Source: an optimization exercise on an open RTL-to-GDS flow (aim: small area). Production flows keep margins and buffers that such runs may drop.
Function was checked by simulation only, so behaviour that the tests miss may differ from the original.
No activity file was given, so power comes from the tool's default toggle rates.

==> flow/design.v <==
module apb_i2c_slave #(
  parameter int APB_ADDR_WIDTH = 8
) (
  input  logic                      pclk,
  input  logic                      presetn,
  input  logic [APB_ADDR_WIDTH-1:0] paddr,
  input  logic                      psel,
  input  logic                      penable,
  input  logic                      pwrite,
  input  logic [31:0]               pwdata,
  output logic [31:0]               prdata,
  output logic                      pready,
  output logic                      pslverr,
  input  logic                      scl_i,
  input  logic                      sda_i,
  output logic                      sda_o,
  output logic                      sda_oe,
  output logic                      irq
);
  typedef enum logic [2:0] {
    SLV_IDLE,
    SLV_ADDR,
    SLV_RW,
    SLV_ACK_ADDR,
    SLV_RX,
    SLV_ACK_RX,
    SLV_TX,
    SLV_ACK_TX
  } slv_state_t;
  localparam logic [APB_ADDR_WIDTH-1:0] REG_CTRL       = 8'h00;
  localparam logic [APB_ADDR_WIDTH-1:0] REG_STATUS     = 8'h04;
  localparam logic [APB_ADDR_WIDTH-1:0] REG_ADDRESS    = 8'h08;
  localparam logic [APB_ADDR_WIDTH-1:0] REG_RXDATA     = 8'h0C;
  localparam logic [APB_ADDR_WIDTH-1:0] REG_TXDATA     = 8'h10;
  localparam logic [APB_ADDR_WIDTH-1:0] REG_IRQ_STATUS = 8'h14;
  localparam logic [APB_ADDR_WIDTH-1:0] REG_IRQ_ENABLE = 8'h18;
  typedef struct packed {
    logic enable;
    logic auto_ack_data;
    logic nack_on_overrun;
    logic general_call_en;
    logic [28:0] rsvd;
  } ctrl_reg_t;
  ctrl_reg_t ctrl_reg;
  logic status_busy;
  logic status_address_hit;
  logic status_start_seen;
  logic status_stop_seen;
  logic status_rx_valid;
  logic status_tx_ready;
  logic status_nack_sent;
  logic status_last_rw;
  logic [6:0] addr_reg;
  logic [7:0] rxdata_reg;
  logic [7:0] txdata_reg;
  logic       tx_valid;
  logic irq_status_start;
  logic irq_status_stop;
  logic irq_status_rx;
  logic irq_status_tx;
  logic [3:0] irq_enable_reg;
  assign irq = ((irq_status_start & irq_enable_reg[0]) |
                (irq_status_stop  & irq_enable_reg[1]) |
                (irq_status_rx    & irq_enable_reg[2]) |
                (irq_status_tx    & irq_enable_reg[3])) & ctrl_reg.enable;
  wire apb_write = psel & penable & pwrite;
  wire apb_read  = psel & penable & ~pwrite;
  assign pready  = 1'b1;
  assign pslverr = 1'b0;
  always_ff @(posedge pclk or negedge presetn) begin
    if (!presetn) begin
      ctrl_reg       <= '0;
      addr_reg       <= 7'h42;
      txdata_reg     <= 8'hFF;
      irq_enable_reg <= 4'b0001;
    end else begin
      if (apb_write) begin
        unique case (paddr)
          REG_CTRL: begin
            ctrl_reg.enable          <= pwdata[0];
            ctrl_reg.auto_ack_data   <= pwdata[1];
            ctrl_reg.nack_on_overrun <= pwdata[2];
            ctrl_reg.general_call_en <= pwdata[3];
          end
          REG_ADDRESS: addr_reg <= pwdata[6:0];
          REG_TXDATA: begin
            txdata_reg <= pwdata[7:0];
          end
          REG_IRQ_ENABLE: irq_enable_reg <= pwdata[3:0];
          default: ;
        endcase
      end
    end
  end
  always_comb begin
    prdata = '0;
    unique case (paddr)
      REG_CTRL: begin
        prdata[0] = ctrl_reg.enable;
        prdata[1] = ctrl_reg.auto_ack_data;
        prdata[2] = ctrl_reg.nack_on_overrun;
        prdata[3] = ctrl_reg.general_call_en;
      end
      REG_STATUS: begin
        prdata[0] = status_busy;
        prdata[1] = status_address_hit;
        prdata[2] = status_start_seen;
        prdata[3] = status_stop_seen;
        prdata[4] = status_rx_valid;
        prdata[5] = status_tx_ready;
        prdata[6] = status_nack_sent;
        prdata[7] = status_last_rw;
      end
      REG_ADDRESS: prdata[6:0] = addr_reg;
      REG_RXDATA: prdata[7:0] = rxdata_reg;
      REG_TXDATA: prdata[7:0] = txdata_reg;
      REG_IRQ_STATUS: begin
        prdata[0] = irq_status_start;
        prdata[1] = irq_status_stop;
        prdata[2] = irq_status_rx;
        prdata[3] = irq_status_tx;
      end
      REG_IRQ_ENABLE: prdata[3:0] = irq_enable_reg;
      default: prdata = '0;
    endcase
  end
  logic [2:0] scl_filter;
  logic [2:0] sda_filter;
  logic       scl_sync;
  logic       sda_sync;
  always_ff @(posedge pclk or negedge presetn) begin
    if (!presetn) begin
      scl_filter <= 3'b111;
      sda_filter <= 3'b111;
      scl_sync   <= 1'b1;
      sda_sync   <= 1'b1;
    end else begin
      scl_filter <= {scl_filter[1:0], scl_i};
      sda_filter <= {sda_filter[1:0], sda_i};
      if (&scl_filter)
        scl_sync <= 1'b1;
      else if (~|scl_filter)
        scl_sync <= 1'b0;
      if (&sda_filter)
        sda_sync <= 1'b1;
      else if (~|sda_filter)
        sda_sync <= 1'b0;
    end
  end
  logic scl_sync_d, sda_sync_d;
  always_ff @(posedge pclk or negedge presetn) begin
    if (!presetn) begin
      scl_sync_d <= 1'b1;
      sda_sync_d <= 1'b1;
    end else begin
      scl_sync_d <= scl_sync;
      sda_sync_d <= sda_sync;
    end
  end
  wire scl_rising = (scl_sync_d == 1'b0) && (scl_sync == 1'b1);
  wire scl_falling= (scl_sync_d == 1'b1) && (scl_sync == 1'b0);
  wire start_cond = (sda_sync_d == 1'b1) && (sda_sync == 1'b0) && (scl_sync == 1'b1);
  wire stop_cond  = (sda_sync_d == 1'b0) && (sda_sync == 1'b1) && (scl_sync == 1'b1);
  slv_state_t state;
  logic [2:0] bit_cnt;
  logic [7:0] shift_reg;
  logic       rw_flag;
  logic       addr_match;
  logic [7:0] rx_shift;
  logic       ack_pending;
  logic       ack_after_high;
  logic       ack_low;      
  logic       ack_val;      
  always_ff @(posedge pclk or negedge presetn) begin
    if (!presetn) begin
      state             <= SLV_IDLE;
      bit_cnt           <= 3'd0;
      shift_reg         <= 8'h00;
      rw_flag           <= 1'b0;
      addr_match        <= 1'b0;
      status_busy       <= 1'b0;
      status_address_hit<= 1'b0;
      status_start_seen <= 1'b0;
      status_stop_seen  <= 1'b0;
      status_rx_valid   <= 1'b0;
      status_tx_ready   <= 1'b1;
      status_nack_sent  <= 1'b0;
      status_last_rw    <= 1'b0;
      sda_oe            <= 1'b0;
      rxdata_reg        <= 8'h00;
      rx_shift          <= 8'h00;
      ack_pending       <= 1'b0;
      ack_after_high    <= 1'b0;
      ack_low           <= 1'b0;
      ack_val           <= 1'b0;
      irq_status_start  <= 1'b0;
      irq_status_stop   <= 1'b0;
      irq_status_rx     <= 1'b0;
      irq_status_tx     <= 1'b0;
      tx_valid          <= 1'b0;
    end else begin
      if (!ctrl_reg.enable) begin
        status_busy       <= 1'b0;
        status_address_hit<= 1'b0;
        status_start_seen <= 1'b0;
        status_stop_seen  <= 1'b0;
        status_rx_valid   <= 1'b0;
        status_tx_ready   <= 1'b1;
        status_nack_sent  <= 1'b0;
        status_last_rw    <= 1'b0;
        irq_status_start  <= 1'b0;
        irq_status_stop   <= 1'b0;
        irq_status_rx     <= 1'b0;
        irq_status_tx     <= 1'b0;
        tx_valid          <= 1'b0;
      end
      if (ctrl_reg.enable && apb_write && paddr == REG_TXDATA) begin
        tx_valid        <= 1'b1;
        status_tx_ready <= 1'b0;
      end
      if (apb_write && paddr == REG_IRQ_STATUS) begin
        if (pwdata[0]) begin
          irq_status_start  <= 1'b0;
          status_start_seen <= 1'b0;
        end
        if (pwdata[1]) begin
          irq_status_stop  <= 1'b0;
          status_stop_seen <= 1'b0;
        end
        if (pwdata[2]) begin
          irq_status_rx   <= 1'b0;
          status_rx_valid <= 1'b0;
        end
        if (pwdata[3]) begin
          irq_status_tx   <= 1'b0;
        end
      end
      if (apb_read && paddr == REG_RXDATA)
        status_rx_valid <= 1'b0;
      if (!ack_pending && state != SLV_TX)
        sda_oe <= 1'b0;
      if (start_cond) begin
        state              <= SLV_ADDR;
        bit_cnt            <= 3'd6;
        status_start_seen  <= 1'b1;
        status_stop_seen   <= 1'b0;
        status_address_hit <= 1'b0;
        status_nack_sent   <= 1'b0;
        status_busy        <= ctrl_reg.enable;
        irq_status_start   <= 1'b1;
        ack_pending        <= 1'b0;
        ack_after_high     <= 1'b0;
        ack_low            <= 1'b0;
        addr_match         <= 1'b0;
        rw_flag            <= 1'b0;
        status_last_rw     <= 1'b0;
      end else if (stop_cond) begin
        state            <= SLV_IDLE;
        status_busy      <= 1'b0;
        status_stop_seen <= 1'b1;
        irq_status_stop  <= 1'b1;
        sda_oe           <= 1'b0;
        ack_pending      <= 1'b0;
        ack_after_high   <= 1'b0;
        ack_low          <= 1'b0;
      end
      case (state)
        SLV_IDLE: begin
          status_busy <= 1'b0;
          addr_match  <= 1'b0;
          rw_flag     <= 1'b0;
        end
        SLV_ADDR: begin
          if (scl_rising) begin
            shift_reg[bit_cnt] <= sda_sync;
            if (bit_cnt == 3'd0)
              state <= SLV_RW;
            else
              bit_cnt <= bit_cnt - 3'd1;
          end
        end
        SLV_RW: begin
          if (scl_rising) begin
            logic match_now;
            match_now = ctrl_reg.enable &&
                        ((shift_reg[6:0] == addr_reg) ||
                         (ctrl_reg.general_call_en && shift_reg[6:0] == 7'h00));
            rw_flag            <= sda_sync;
            addr_match         <= match_now;
            status_address_hit <= match_now;
            status_last_rw     <= sda_sync;
            state         <= SLV_ACK_ADDR;
            ack_pending   <= 1'b1;
            ack_after_high<= 1'b0;
            ack_low       <= 1'b0;
            sda_oe        <= 1'b0;
            if (!match_now)
              status_nack_sent <= 1'b1;
          end
        end
        SLV_ACK_ADDR: begin
          if (scl_falling)
            ack_low <= 1'b1;
          if (addr_match && ctrl_reg.enable && (ack_low || scl_falling))
            sda_oe <= 1'b1;
          else
            sda_oe <= 1'b0;
          if (scl_rising && ack_pending)
            ack_after_high <= 1'b1;
          if (scl_falling && ack_pending && ack_after_high) begin
            ack_pending    <= 1'b0;
            ack_after_high <= 1'b0;
            ack_low        <= 1'b0;
            if (addr_match && ctrl_reg.enable) begin
              if (rw_flag) begin
                state           <= SLV_TX;
                bit_cnt         <= 3'd7;
                shift_reg       <= txdata_reg;
                sda_oe          <= ~txdata_reg[7];
                status_tx_ready <= ~tx_valid;
              end else begin
                state   <= SLV_RX;
                bit_cnt <= 3'd7;
              end
            end else begin
              state <= SLV_IDLE;
            end
          end
        end
        SLV_RX: begin
          if (scl_rising) begin
            shift_reg[bit_cnt] <= sda_sync;
            if (bit_cnt == 3'd0) begin
              rx_shift        <= {shift_reg[7:1], sda_sync};
              state           <= SLV_ACK_RX;
              ack_pending     <= 1'b1;
              ack_after_high  <= 1'b0;
              ack_low         <= 1'b0;
              sda_oe          <= 1'b0;
              if (ctrl_reg.auto_ack_data &&
                 !(ctrl_reg.nack_on_overrun && status_rx_valid)) begin
                ack_val <= 1'b1;
              end else begin
                ack_val          <= 1'b0;
                status_nack_sent <= 1'b1;
              end
            end else begin
              bit_cnt <= bit_cnt - 3'd1;
            end
          end
        end
        SLV_ACK_RX: begin
          if (scl_rising && ack_pending)
            ack_after_high <= 1'b1;
          if (scl_falling && ack_pending && !ack_after_high) begin
            ack_low <= 1'b1;
            sda_oe  <= ack_val;
          end
          if (scl_falling && ack_pending && ack_after_high) begin
            ack_pending    <= 1'b0;
            ack_after_high <= 1'b0;
            ack_low        <= 1'b0;
            sda_oe         <= 1'b0;
            if (ack_val) begin
              rxdata_reg      <= rx_shift;
              status_rx_valid <= 1'b1;
              irq_status_rx   <= 1'b1;
              state           <= SLV_RX;
              bit_cnt         <= 3'd7;
            end else begin
              state <= SLV_IDLE;
            end
          end
        end
        SLV_TX: begin
          if (scl_falling)
            sda_oe <= ~shift_reg[bit_cnt];
          if (scl_rising) begin
            if (bit_cnt == 3'd0) begin
              state          <= SLV_ACK_TX;
              ack_pending    <= 1'b1;
              ack_after_high <= 1'b0;
              ack_low        <= 1'b0;
            end else begin
              bit_cnt <= bit_cnt - 3'd1;
            end
          end
        end
        SLV_ACK_TX: begin
          if (scl_falling && ack_pending && !ack_after_high) begin
            ack_low <= 1'b1;
            sda_oe  <= 1'b0;
          end
          if (scl_rising && ack_pending) begin
            ack_after_high <= 1'b1;
            status_nack_sent <= sda_sync;
          end
          if (scl_falling && ack_pending && ack_after_high) begin
            ack_pending    <= 1'b0;
            ack_after_high <= 1'b0;
            ack_low        <= 1'b0;
            if (sda_sync == 1'b1) begin
              status_tx_ready <= 1'b1;
              tx_valid        <= 1'b0;
              state <= SLV_IDLE;
            end else begin
              status_tx_ready <= 1'b1;
              tx_valid        <= 1'b0;
              irq_status_tx   <= 1'b1;
              shift_reg       <= txdata_reg;
              bit_cnt         <= 3'd7;
              sda_oe          <= ~txdata_reg[7];
              state           <= SLV_TX;
            end
          end
        end
        default: state <= SLV_IDLE;
      endcase
    end
  end
  assign sda_o  = 1'b0;
endmodule
==> flow/run.sh <==
#!/bin/bash
# synth_recipe.tcl (not shown) runs the flow's synth.tcl, then flattens the netlist and writes it again
# the make line also repeats each setting of config.mk as NAME=value (left out here)
make -C /OpenROAD-flow-scripts/flow DESIGN_CONFIG=/design/flow/config.mk WORK_HOME=/design/flow/orfs CLKGATE_MAP_FILE= SYNTH_SCRIPT=/design/flow/synth_recipe.tcl finish
==> flow/config.mk <==
export PLATFORM = sky130hd
export DESIGN_NAME = apb_i2c_slave
export DESIGN_NICKNAME = apb_i2c_slave
export VERILOG_FILES = /design/flow/design.v
export SDC_FILE = /design/flow/constraint.sdc
export NUM_CORES = 4
export LEC_CHECK = 0
export CAP_MARGIN = 20
export CORE_MARGIN = 2
export CORE_UTILIZATION = 40
export SLEW_MARGIN = 20
==> flow/constraint.sdc <==
create_clock -name core_clock -period 10.0 [get_ports {pclk}]
set_input_delay 2.0000 -clock core_clock [delete_from_list [all_inputs] [get_ports {pclk}]]
set_output_delay 2.0000 -clock core_clock [all_outputs]
set_load 0.01 [all_outputs]
==> results.toml <==
[floorplanning]
fp.coreArea_um2 = 12010
boundaryPins = 84
chipWidth_um = 115.0
start_util = 0.4105
die_h_um = 115.0
design.die.area_um2 = 13230
core.rowCount = 40

[pwr]
ir_drop_mv = 0.1002
report.power.total_w = 0.001063
power-per-cell-area_nw_per_um2 = 194.7
cellLeakagePower_nw = 2.270

[place]
place.gp.congestion = 0.8806
detailed_place_hpwl_mm = 8.742
quantity_of_i_o_buffers_inserted_on_ports = 32

[global_route]
global_route_wire_length_before_repair_mm = 19.87
vias_in_the_first_global_route = 3724
overflow = 0
grt_util_all_layers = 0.1957
grt_start_max_net_pins = 84
grt_antenna_before_repair = 0

[clock_tree]
cts_max_path_buffers = 2
number_of_clock_buffers_inserted_by_tritoncts = 9
worstSkewPairLatency_ns = 0.35
post_cts_hold_buffer_count = 0
post_cts_buffers = 0
cts_max_level = 3
cts_resized = 0
cts.root.buffer_cell = "clkbuf_16"
cts.sinks = 83
clk_pin_slew_worst_paths_ns = 0.06
tritoncts_clock_tree = "done"

[worst_setup_path]
timing.reg2reg.setup_slack_ns = 7.46
crit_buf_inv = 2
worst_path_largest_cell_delay_ns = 0.74
r2r-start = "bit_cnt[0]"
critical-path-top-delay-family = "simple AND/OR/NAND/NOR gates"
worstSetupStartpoint = "paddr[7]"
worstSetupEndpointType = "primary output"
cp_cell_sequence = "clkdlybuf4s50_1 -> or4b_1 -> nor2_2 -> a22o_1 -> a222oi_1 -> o21ai_0 -> clkdlybuf4s50_1"
maximum_fanout_encountered_on_the_critical_timing_path = 10
timing.critical_path.mode_cell = "clkdlybuf4s50_1"
timing.critical_path.required_ns = 8.00
worst-endpoint-arrival_ns = 4.57
crit_slowest_cell = "or4b_1"
start_kind = "input port"
criticalPathCategory = "input port to primary output"

[synth]
synth.mux.area_fraction = 0.1289
postSynth.topFlopCell = "dfrtp_1"
synth_fa_ha_area_frac = 0.01015
synth-seq-cells = 83
synth_top_family_by_area = "simple AND/OR/NAND/NOR gates"
synth_compound_area_frac = 0.1657
synth_enable_flop_cells = 0
synth.yosys.seq_area_share = 0.4268
post_synth_inst_count = 502
synth-xor-area-share = 0.01421
fraction_of_the_mapped_netlist_area_in_simple_logic_gates = 0.1725
ys_warn_count = 1
syn_avg_cell_area_um2 = 9.823
synthesis.area_um2 = 4931
synth_async_sr_flop_share = 1.000
synth.distinct_cells = 70

[route]
drt.antenna.violating_nets = 0
finalWirelength_mm = 12.28
drc_errors = 0
drtPass1Iterations = 5
vias_per_cell = 5.863
vias = 3899
detail_route.wl_per_cell_um = 18.47
drt_iter0_drc = 320

[timing]
report.final.hold_viol_count = 0
setup_violations = 0
rsz0062_at_grt = "no"
setup_total_neg_slack_ns = 0
min_period_ns = 6.574
final_clock_skew_ns = 0.008758
timing.final.crit_share = 0.6574
tightestPinTransition_ns = 0.9903
relSlewSlack = 0.3348
clock.fmax_mhz = 152.1
timing.final.max_slew_violations = 0

[outcome]
run_status = "no timing/DRC/antenna violations"

[finish]
fillCellCount = 1139
mostFrequentLayoutCell = "dfrtp_1"
layout_common_cells = "dfrtp_1, o21ai_0, nand2_1"
insertedDiodeCount = 0
proportion_of_layout_cells_with_a_drive_suffix_above_1 = 0.1950
layout.nets = 564
syn2layout_area_growth_pct = 10.71

[min_path]
holdCritStartpoint = "sda_filter[1]"
min_path_type = "register to register"

[run]
max-cap-violations = 0
through the flow:
stage | cells | hold slack [ns] | setup WS [ns] | util | area (µm²)
after floorplan | 527 | 0.3540 | 4.660 | - | 5025
after global placement | 649 | 0.3554 | 3.334 | 0.4316 | 5184
after detailed placement | 649 | 0.3567 | 3.334 | 0.4316 | 5184
after CTS | 665 | 0.3656 | 3.339 | 0.4546 | 5460
after global routing | 665 | 0.3722 | 3.314 | 0.4545 | 5459
final | 665 | 0.3651 | 3.426 | 0.4545 | 5459
path summary, 6_finish.rpt:
path | depth (start not counted) | to
max | 7 | prdata[2]
min | 0 | sda_filter[2]
max reg2reg | 7 | bit_cnt[1]
min reg2reg | 0 | sda_filter[2]
max in group asynchronous | 1 | status_rx_valid
min in group asynchronous | 1 | irq_enable_reg[3]
area by class of cell:
| cell class | count | area [µm²] | share of cell area |
|---|---|---|---|
| Multi-Input combinational cell | 373 | 2525 | 0.4625 |
| Sequential cell | 83 | 2105 | 0.3855 |
| Timing Repair Buffer | 32 | 316.6 | 0.05799 |
| Clock buffer | 9 | 225.2 | 0.04126 |
| Tap cell | 147 | 183.9 | 0.03369 |
| Inverter | 14 | 52.55 | 0.009626 |
| Clock inverter | 7 | 51.30 | 0.009397 |
logic make-up after synthesis:
kind of cell / Yosys count
and+or+nand+nor: 153
AOI/OAI and AO/OA: 128
DFF: 83
buffers and inverters: 71
muxes: 53
xor gates and xnor gates: 8
adders and majority gates: 4
other: 2
Yosys cell counts (6+ instances only):
master / number / area share
a21oi_1: 31 / 0.031
a22oi_1: 9 / 0.014
buf_2: 10 / 0.010
buf_4: 27 / 0.041
clkbuf_1: 16 / 0.012
dfrtp_1: 61 / 0.31
dfstp_2: 22 / 0.12
inv_1: 14 / 0.011
mux2_2: 36 / 0.082
mux2_4: 7 / 0.021
mux2i_1: 8 / 0.016
nand2_1: 37 / 0.028
nand3_1: 18 / 0.018
nand4_1: 7 / 0.0089
nor2_1: 28 / 0.021
nor2b_1: 8 / 0.010
nor3_1: 12 / 0.012
o21ai_0: 38 / 0.039
o22ai_1: 6 / 0.0076
power by group:
part	switching [W]	leakage, nW	internal, W	total [W]
combinational	0.000182	1.08	0.000122	0.000304
clock	0.000144	0.132	0.000169	0.000314
sequential	0.0000743	1.06	0.000371	0.000445
total	0.000401	2.27	0.000662	0.00106
metal layers:
metal,track usage,vias to the layer above,share of wire
li1,-,1820,-
met1,0.2747,1904,0.47
met2,0.2878,147,0.45
met3,0.03690,28,0.054
met4,0.1020,0,0.033
met5,0,-,0

[re-timing with driven ports]
How much do the figures lean on ideal ports? The routed layout below was timed once more, with nothing changed but the port constraints. Step 1 (the two cells are an assumption about what drives the block):
set clk [get_ports {pclk}]
set_driving_cell -lib_cell sky130_fd_sc_hd__clkbuf_16 $clk
set_driving_cell -lib_cell sky130_fd_sc_hd__buf_2 [delete_from_list [all_inputs] $clk]
Step 2, shift: input delay + t, output delay - t, t = (earliest + latest rising clock arrival at the registers) / 2. This alone moves slack from input paths to output paths. Slacks: ideal ports / drivers / drivers and shift; pairs: ideal ports / drivers.
shift t [ns]: 0.384
setup slack, ns: 3.426 / 3.401 / 3.401
worst setup path after step 2: input to output
worst slew at a driven data input, ns: 0.04
After both steps this run still meets setup and hold. For this run, drivers alone change the setup slack by -0.025 ns; drivers and shift together by -0.025 ns.
